Context: an optimization exercise on an open-source flow, tuned for small area. The choices shown serve that exercise and are no tape-out recipe. Only simulation tests tie the RTL to the original design; equivalence was not proved. No driver is modelled on the clock port, so clock power and skew are understated where the tree is cut down; a real chip needs a root buffer or a tree. Power and IR drop assume default switching activity.

==> run a: inputs <==
Design mvm_uart_system, start of the top module:
module mvm_uart_system (
    input  logic clk,
    input  logic rstn,
    input  logic rx,
    output logic tx
);
==> flow/config.mk <==
export PLATFORM = sky130hd
export DESIGN_NAME = mvm_uart_system
export DESIGN_NICKNAME = mvm_uart_system
export VERILOG_FILES = /design/flow/design.v
export SDC_FILE = /design/flow/constraint.sdc
export NUM_CORES = 4
export LEC_CHECK = 0
export CAP_MARGIN = 20
export CORE_MARGIN = 2
export CORE_UTILIZATION = 60
export SLEW_MARGIN = 20
==> flow/constraint.sdc <==
create_clock -name core_clock -period 10.0 [get_ports {clk}]
set_input_delay 2.0000 -clock core_clock [delete_from_list [all_inputs] [get_ports {clk}]]
set_output_delay 2.0000 -clock core_clock [all_outputs]
set_load 0.01 [all_outputs]
standard.sh (not shown) runs the stock make flow with config.mk's settings and CLKGATE_MAP_FILE= SYNTH_SCRIPT=/design/flow/synth_recipe.tcl, a recipe that flattens the netlist after the stock synthesis.
==> flow/flow/run.sh <==
#!/bin/bash
# Own layout flow: the standard ORFS flow (standard.sh) with two changes:
#  - Yosys's technology mapping is run with several area-oriented ABC scripts
#    (flow/abc_*.script, in place of ORFS's speed script) and the smallest
#    netlist by Yosys's cell area is kept; registers and names are untouched.
#  - the clock tree step builds a two-level tree (flow/my_cts.tcl): one root
#    buffer fed by the clock port drives leaf buffers, each driving a compact
#    group of at most MY_CTS_MAX_SINKS flip-flops.
# Each tool's full output goes to logs in this folder (synth_*.log, standard.log,
# and ORFS's own per-step logs under orfs/logs/).
set -euo pipefail
W=$PWD
source "$W/flow/cts_params"
export MY_CTS_MAX_SINKS MY_CTS_LEAF MY_CTS_ROOT
best=""
best_area=""
for f in "$W"/flow/abc_*.script; do
  n=$(basename "$f" .script)
  S=$W/scripts_$n
  rm -rf "$S"
  cp -r "$FLOW_HOME/scripts" "$S"
  cp "$f" "$S/abc_speed.script"
  cp "$W/flow/my_cts.tcl" "$S/my_cts.tcl"
  python3 - "$S/cts.tcl" <<'PY'
import sys
p = sys.argv[1]
s = open(p).read()
old = "log_cmd clock_tree_synthesis {*}$cts_args"
assert old in s
s = s.replace(old, "source $::env(SCRIPTS_DIR)/my_cts.tcl")
open(p, "w").write(s)
PY
  rm -rf "$W/orfs"
  if bash "$W/standard.sh" "SCRIPTS_DIR=$S" synth > "$W/synth_$n.log" 2>&1; then
    a=$(grep "Chip area" "$W"/orfs/reports/*/mvm_uart_system/base/synth_stat.txt | awk '{print $NF}')
    echo "$n: $a" >> "$W/synth_choice.log"
    if [[ -z "$best" ]] || python3 -c "import sys; sys.exit(0 if float('$a') < float('$best_area') else 1)"; then
      rm -rf "$W/orfs_best"
      mv "$W/orfs" "$W/orfs_best"
      best=$n
      best_area=$a
    fi
  fi
done
echo "chosen: $best ($best_area)" >> "$W/synth_choice.log"
rm -rf "$W/orfs"
mv "$W/orfs_best" "$W/orfs"
bash "$W/standard.sh" "SCRIPTS_DIR=$W/scripts_$best" finish > "$W/standard.log" 2>&1
==> flow/flow/abc_s10.script <==
&get -n
&st
&dc2
&dch
&nf -R 1000
&put
&get -n
&st
&dch
&nf -R 1000
&put
topo
dnsize -c
==> flow/flow/abc_s14.script <==
&get -n
&st
&deepsyn -T 60
&put
&get -n
&st
&dch
&nf -R 1000
&put
topo
dnsize -c
==> flow/flow/abc_s17.script <==
&get -n
&st
&dch
&nf -R 1000
&dch
&nf -R 1000
&put
topo
dnsize -c
==> flow/flow/abc_s3.script <==
strash
balance
rewrite
refactor
balance
rewrite
rewrite -z
balance
refactor -z
rewrite -z
balance
dch
map -a
topo
dnsize -c
==> flow/flow/abc_s7.script <==
&get -n
&st
&synch2
&if -g -K 6
&synch2
&dch
&nf -R 1000
&put
topo
dnsize -c
==> flow/flow/abc_s9.script <==
strash
dc2
dch -f
amap
topo
Other scripts of this flow, unchanged in this note and not shown: flow/flow/abc_s11.script, flow/flow/abc_s15.script, flow/flow/abc_s16.script, flow/flow/abc_s5.script, flow/flow/cts_params, flow/flow/my_cts.tcl
==> run b: changes against run a <==
removed: flow/flow/abc_s10.script
removed: flow/flow/abc_s14.script
removed: flow/flow/abc_s17.script
removed: flow/flow/abc_s3.script
removed: flow/flow/abc_s7.script
removed: flow/flow/abc_s9.script
==> qor summary <==
Status: run a complete, no violations; run b complete, no violations
Met3 track demand over resource: run a 2.42%; run b 1.33%
Die height: run a 108 um; run b 108 um
Ant. Diodes: run a 1; run b 0
Clock network power: run a 0.393 mW; run b 0.395 mW
Worst R2R Start: run a rxx; run b cnt[4]
Post-detailed-routing wire length: run a 8130 um; run b 7890 um
Relative contribution of combinational cells to total power: run a 0.2%; run b 1.3%
Clock slew at the register clock pins of the worst setup and hold paths: run a 0.12 ns; run b 0.11 ns
Filler cells: run a 774; run b 767
Overall power consumption: run a 1.41 mW; run b 1.45 mW
Launch point of the worst path: run a rx; run b cnt[4]
Worst slew slack as a fraction of its limit: run a 55.2%; run b 51.8%
Mapped Area: run a 0.00644 mm2; run b 0.00644 mm2
Adder-cell area share of the yosys netlist: run a 4.78%; run b 4.78%
No run of this note takes its clock network from TritonCTS; it comes from the design's own scripts or RTL.


==> 03-18: inputs <==
Starting RTL as in the previous note.
==> module mvm_uart_system, before the edit <==
module mvm_uart_system (
    input  logic clk,
    input  logic rstn,
    input  logic rx,
    output logic tx
);
    logic       rxk;     
    logic       rxx;     
    wire        txm = ~rxk & ~rxx;   
    logic [3:0] ph;      
    logic [7:0] cnt;     
    logic [1:0] bj;      
    logic [2:0] c;       
    logic [2:0] r;       
    wire rx_mode  = rxk | rxx;
    wire cnt_zero = (cnt == 8'd0);
    wire [3:0] bitn = cnt[7:4];
    wire e15 = (cnt[3:0] == 4'd15);
    wire go   = rx_mode ? ~rx : (ph == 4'd0);
    wire last = e15 & (bitn == (rx_mode ? 4'd8 : 4'd9));
    wire wait_go = cnt_zero & ~go;    
    wire rx_data = rx_mode & (bitn != 4'd0);
    wire rx_adv  = rx_data & e15;
    wire tx_end  = txm & last;
    wire bj_step = rx_adv | tx_end;
    wire bj_wrap = (bj == 2'd3) | (rxk & (bj == 2'd2));
    wire c_step  = rx_adv & bj_wrap;
    wire r_step  = (c_step & rxk & (c == 3'd7)) | (tx_end & (bj == 2'd3));
    wire wbase   = rx_data & (ph[2:0] == c);
    always_ff @(posedge clk or negedge rstn) begin
        if (!rstn) begin
            ph <= '0;
        end else begin
            ph <= ph + 4'd1;
        end
    end
    always_ff @(posedge clk or negedge rstn) begin
        if (!rstn) begin
            rxk <= 1'b1;
            rxx <= 1'b0;
            cnt <= '0;
            bj  <= '0;
            c   <= '0;
            r   <= '0;
        end else begin
            cnt[7:4] <= last ? 4'd0 : cnt[7:4] + {3'd0, e15};
            cnt[3:0] <= {cnt[3:1] + {2'd0, cnt[0]}, ~cnt[0] & ~wait_go};
            if (bj_step) bj <= bj_wrap ? 2'd0 : bj + 2'd1;
            if (c_step)  c  <= c + 3'd1;
            if (r_step)  r  <= r + 3'd1;
            if (c_step & (c == 3'd7) & (rxx | (r == 3'd7))) begin
                rxk <= 1'b0;
                rxx <= rxk;
            end
            if (r_step & txm & (r == 3'd7))
                rxk <= 1'b1;
        end
    end
    logic [15:0] kl [12];
    logic [7:0]  xl [4];
    logic [11:0] ktail;
    logic [3:0]  xc;
    genvar g;
    for (g = 0; g < 12; g++) begin : g_kloop
        wire we = wbase & rxk & (ph[3] == r[0]) &
                  (r[2:1] == 2'(g / 3)) & (bj == 2'(g % 3));
        always_ff @(posedge clk)
            kl[g] <= {kl[g][14:0], we ? rx : kl[g][15]};
        assign ktail[g] = kl[g][15];
    end
    for (g = 0; g < 4; g++) begin : g_xloop
        wire we = wbase & rxx & (bj == 2'(g));
        always_ff @(posedge clk)
            xl[g] <= {xl[g][6:0], we ? rx : xl[g][7]};
        assign xc[g] = xl[g][7];
    end
    logic [6:0] A;       
    logic       q;       
    logic [2:0] krow;    
    always_comb
        case (r[2:1])
            2'd0: krow = ktail[2:0];
            2'd1: krow = ktail[5:3];
            2'd2: krow = ktail[8:6];
            default: krow = ktail[11:9];
        endcase
    wire x   = xc[bitn[1:0]];
    wire acc = txm & ~wait_go & (bj == 2'd0) & (bitn[3:2] == 2'd0) & (cnt[3] == r[0]) & x;
    wire neg = (bitn[1:0] == 2'd3);
    wire [2:0] op  = acc ? (krow ^ {3{neg}}) : 3'd0;
    wire       cin = acc & neg;
    wire [6:0] opx = {{4{op[2]}}, op};
    logic [7:0] cy;
    logic [6:0] sum;
    assign cy[0] = cin;
    for (genvar i = 0; i < 7; i++) begin : g_fa
        assign sum[i]  = A[i] ^ opx[i] ^ cy[i];
        assign cy[i+1] = (A[i] & opx[i]) | (A[i] & cy[i]) | (opx[i] & cy[i]);
    end
    wire take  = txm & e15 & (bitn[3:0] <= 4'd7);
    wire clear = rx_mode | (txm & (bitn == 4'd9) & (bj == 2'd3));
    always_ff @(posedge clk) begin
        if (take | clear)
            A <= {sum[6] & ~clear, sum[6:1]};
        else
            A <= sum;
        if (take)
            q <= sum[0];
    end
    assign tx = ~txm | wait_go | (bitn == 4'd9) | ((bitn != 4'd0) & q);
endmodule
Settings: LEC_CHECK=0, CAP_MARGIN=20, CORE_MARGIN=2, CORE_UTILIZATION=60, SLEW_MARGIN=20; clock period 10.0 ns.
==> flow/flow/run.sh <==
#!/bin/bash
# Own layout flow: the standard ORFS flow (standard.sh) with two changes:
#  - Yosys's technology mapping uses an area-oriented ABC script (flow/abc_area.script)
#    in place of ORFS's speed script; registers and names are untouched.
#  - clock tree synthesis uses mid-size clock buffers and no dummy loads.
# Each tool's full output goes to logs in this folder (standard.log, and ORFS's own
# per-step logs under orfs/logs/).
set -euo pipefail
W=$PWD
S=$W/scripts_area
rm -rf "$S"
cp -r "$FLOW_HOME/scripts" "$S"
cp "$W/flow/abc_area.script" "$S/abc_speed.script"
CTS=$(cat "$W/flow/cts_args")
bash "$W/standard.sh" "SCRIPTS_DIR=$S" "CTS_ARGS=$CTS" finish > "$W/standard.log" 2>&1
==> flow/flow/abc_area.script <==
&get -n
&st
&syn2
&dch
&nf -R 1000
&put
topo
dnsize -c
==> flow/flow/cts_args <==
-sink_clustering_enable -repair_clock_nets -dont_use_dummy_load -buf_list sky130_fd_sc_hd__clkbuf_8 -sink_clustering_size 20 -sink_clustering_max_diameter 60
==> 08-07 (differences from 03-18) <==
==> flow/design.v (replaced) <==
module mvm_uart_system (
    input  logic clk,
    input  logic rstn,
    input  logic rx,
    output logic tx
);
    localparam logic [1:0] M_RXK = 2'd0, M_RXX = 2'd1, M_CMP = 2'd2, M_TX = 2'd3;
    logic [1:0] mode;
    logic [3:0] ph;      
    logic [7:0] cnt;     
    logic [1:0] bj;      
    logic [2:0] c;       
    logic [2:0] r;       
    wire rx_mode  = ~mode[1];
    wire xp       = (mode == M_RXX);
    wire cmp_mode = (mode == M_CMP);
    wire tx_mode  = (mode == M_TX);
    wire cnt_zero = (cnt == 8'd0);
    wire [3:0] bitn = cnt[7:4];
    wire go = rx_mode  ? ~rx :
              cmp_mode ? ((ph[2:0] == 3'd0) & (ph[3] == r[0])) :
                         1'b1;
    wire last = (cnt[3:0] == 4'd15) &
                (bitn == (rx_mode ? 4'd8 : cmp_mode ? 4'd2 : 4'd9));
    wire rx_data = rx_mode & (bitn != 4'd0);
    wire rx_adv  = rx_data & (cnt[3:0] == 4'd15);
    wire wbase   = rx_data & (ph[2:0] == c);
    always_ff @(posedge clk or negedge rstn) begin
        if (!rstn) begin
            ph <= '0;
        end else begin
            ph <= ph + 4'd1;
        end
    end
    always_ff @(posedge clk or negedge rstn) begin
        if (!rstn) begin
            mode <= M_RXK;
            cnt  <= '0;
            bj   <= '0;
            c    <= '0;
            r    <= '0;
        end else begin
            if ((cnt_zero & ~go) | last)
                cnt <= '0;
            else
                cnt <= cnt + 8'd1;
            if (rx_adv) begin
                if (!xp) begin
                    if (bj == 2'd2) begin
                        bj <= '0;
                        c  <= c + 3'd1;
                        if (c == 3'd7) begin
                            r <= r + 3'd1;
                            if (r == 3'd7) mode <= M_RXX;
                        end
                    end else begin
                        bj <= bj + 2'd1;
                    end
                end else begin
                    bj <= bj + 2'd1;
                    if (bj == 2'd3) begin
                        c <= c + 3'd1;
                        if (c == 3'd7) mode <= M_CMP;
                    end
                end
            end
            if (cmp_mode & last)
                mode <= M_TX;
            if (tx_mode & last) begin
                bj <= bj + 2'd1;
                if (bj == 2'd3) begin
                    r    <= r + 3'd1;
                    mode <= (r == 3'd7) ? M_RXK : M_CMP;
                end
            end
        end
    end
    logic [15:0] kl [12];
    logic [7:0]  xl [4];
    logic [11:0] ktail;
    logic [3:0]  xc;
    genvar g;
    for (g = 0; g < 12; g++) begin : g_kloop
        wire we = wbase & ~xp & (ph[3] == r[0]) &
                  (r[2:1] == 2'(g / 3)) & (bj == 2'(g % 3));
        always_ff @(posedge clk)
            kl[g] <= {kl[g][14:0], we ? rx : kl[g][15]};
        assign ktail[g] = kl[g][15];
    end
    for (g = 0; g < 4; g++) begin : g_xloop
        wire we = wbase & xp & (bj == 2'(g));
        always_ff @(posedge clk)
            xl[g] <= {xl[g][6:0], we ? rx : xl[g][7]};
        assign xc[g] = xl[g][7];
    end
    logic [9:0] R;
    logic [2:0] krow;
    always_comb
        case (r[2:1])
            2'd0: krow = ktail[2:0];
            2'd1: krow = ktail[5:3];
            2'd2: krow = ktail[8:6];
            default: krow = ktail[11:9];
        endcase
    wire k      = cnt[5] ? krow[2] : cnt[4] ? krow[1] : krow[0];
    wire acc    = cmp_mode & ~cnt[3] & k;
    wire neg    = cnt[5];
    wire [3:0] op  = acc ? (xc ^ {4{neg}}) : 4'd0;
    wire       cin = acc & neg;
    wire [7:0] cin_v = cmp_mode & cnt_zero ? 8'd0 : R[9:2];
    wire [7:0] opx = {{4{op[3]}}, op};
    logic [8:0] cy;
    logic [7:0] sum;
    assign cy[0] = cin;
    for (genvar i = 0; i < 8; i++) begin : g_fa
        assign sum[i]  = cin_v[i] ^ opx[i] ^ cy[i];
        assign cy[i+1] = (cin_v[i] & opx[i]) | (cin_v[i] & cy[i]) | (opx[i] & cy[i]);
    end
    wire shift = (cmp_mode & (cnt[3:0] == 4'd8) & ~cnt[5]) |
                 (tx_mode & (cnt[3:0] == 4'd15) & (bitn != 4'd0) & (bitn != 4'd9));
    always_ff @(posedge clk) begin
        if (shift)
            R <= {R[9], R[9:1]};
        else
            R <= {sum, R[1:0]};
    end
    assign tx = ~tx_mode | (bitn == 4'd9) | ((bitn != 4'd0) & R[0]);
endmodule
==> flow/flow/abc_area.script (replaced) <==
&get -n
&st
&dch
&nf -R 1000
&put
topo
dnsize -c
==> flow/flow/cts_args (replaced) <==
-sink_clustering_enable -repair_clock_nets -dont_use_dummy_load -buf_list sky130_fd_sc_hd__clkbuf_8 -sink_clustering_size 23 -sink_clustering_max_diameter 50
- CORE_UTILIZATION: 60 -> 40
==> notes <==
- In 03-18 the count of clock-buffer cells in the layout is lower than in 08-07, by 3.
- In 08-07 the via count is higher than in 03-18, by about 11%.
- In 08-07 the sequential cell count is higher than in 03-18, by 2.
- Fmax: 08-07 is higher than 03-18 (15%).
- In 08-07 the global-route usage is lower than in 03-18, by 4.7 points.
- Utilization: 08-07 is lower than 03-18 (22 points).
- Synthesized cell count: 08-07 is higher than 03-18 (about 8%).
- Sequential share of layout area: 03-18 is higher than 08-07 (3.1 points).
- Of 03-18 and 08-07, 08-07 has the higher sequential power (gap about 7%, measured against 08-07).
- Total power: 08-07 is higher than 03-18 (about 14%).

[what the ideal ports hide]
The flow's constraints put no driver on any port. The routed layouts listed below were extracted and timed again, unchanged, in two steps. Step 1 assumes that a clkbuf_16 drives the clock port and a buf_2 every other input. Step 2 adds t to the input delays and takes it off the output delays; t is the mean of the earliest and latest rising clock arrival at the registers after step 1. Input paths then give back, and output paths get back, about the clock's delay inside the block. a / b / c = ideal ports / drivers / drivers and shift; a / b = the first two.
| run | t, ns | setup slack, ns | hold slack, ns | clock arrival spread, ns | worst data-port slew with drivers (ns) |
|---|---|---|---|---|---|
| run a | 0.468 | 3.797 / 3.791 / 3.323 | 0.314 / 0.314 / 0.314 | 0.019 / 0.019 | 0.04 |
| run b | 0.471 | 5.209 / 5.209 / 5.209 | 0.328 / 0.328 / 0.328 | 0.016 / 0.015 | 0.03 |
| 03-18 | 0.501 | 4.211 / 4.219 / 3.718 | 0.327 / 0.327 / 0.327 | 0.062 / 0.062 | 0.03 |
| 08-07 | 0.514 | 4.987 / 4.987 / 4.987 | 0.275 / 0.275 / 0.275 | 0.072 / 0.071 | 0.04 |
After both steps setup and hold are still met in every run listed. For 03-18, which loses most, drivers alone change the setup slack by +0.008 ns; drivers and shift together by -0.493 ns.
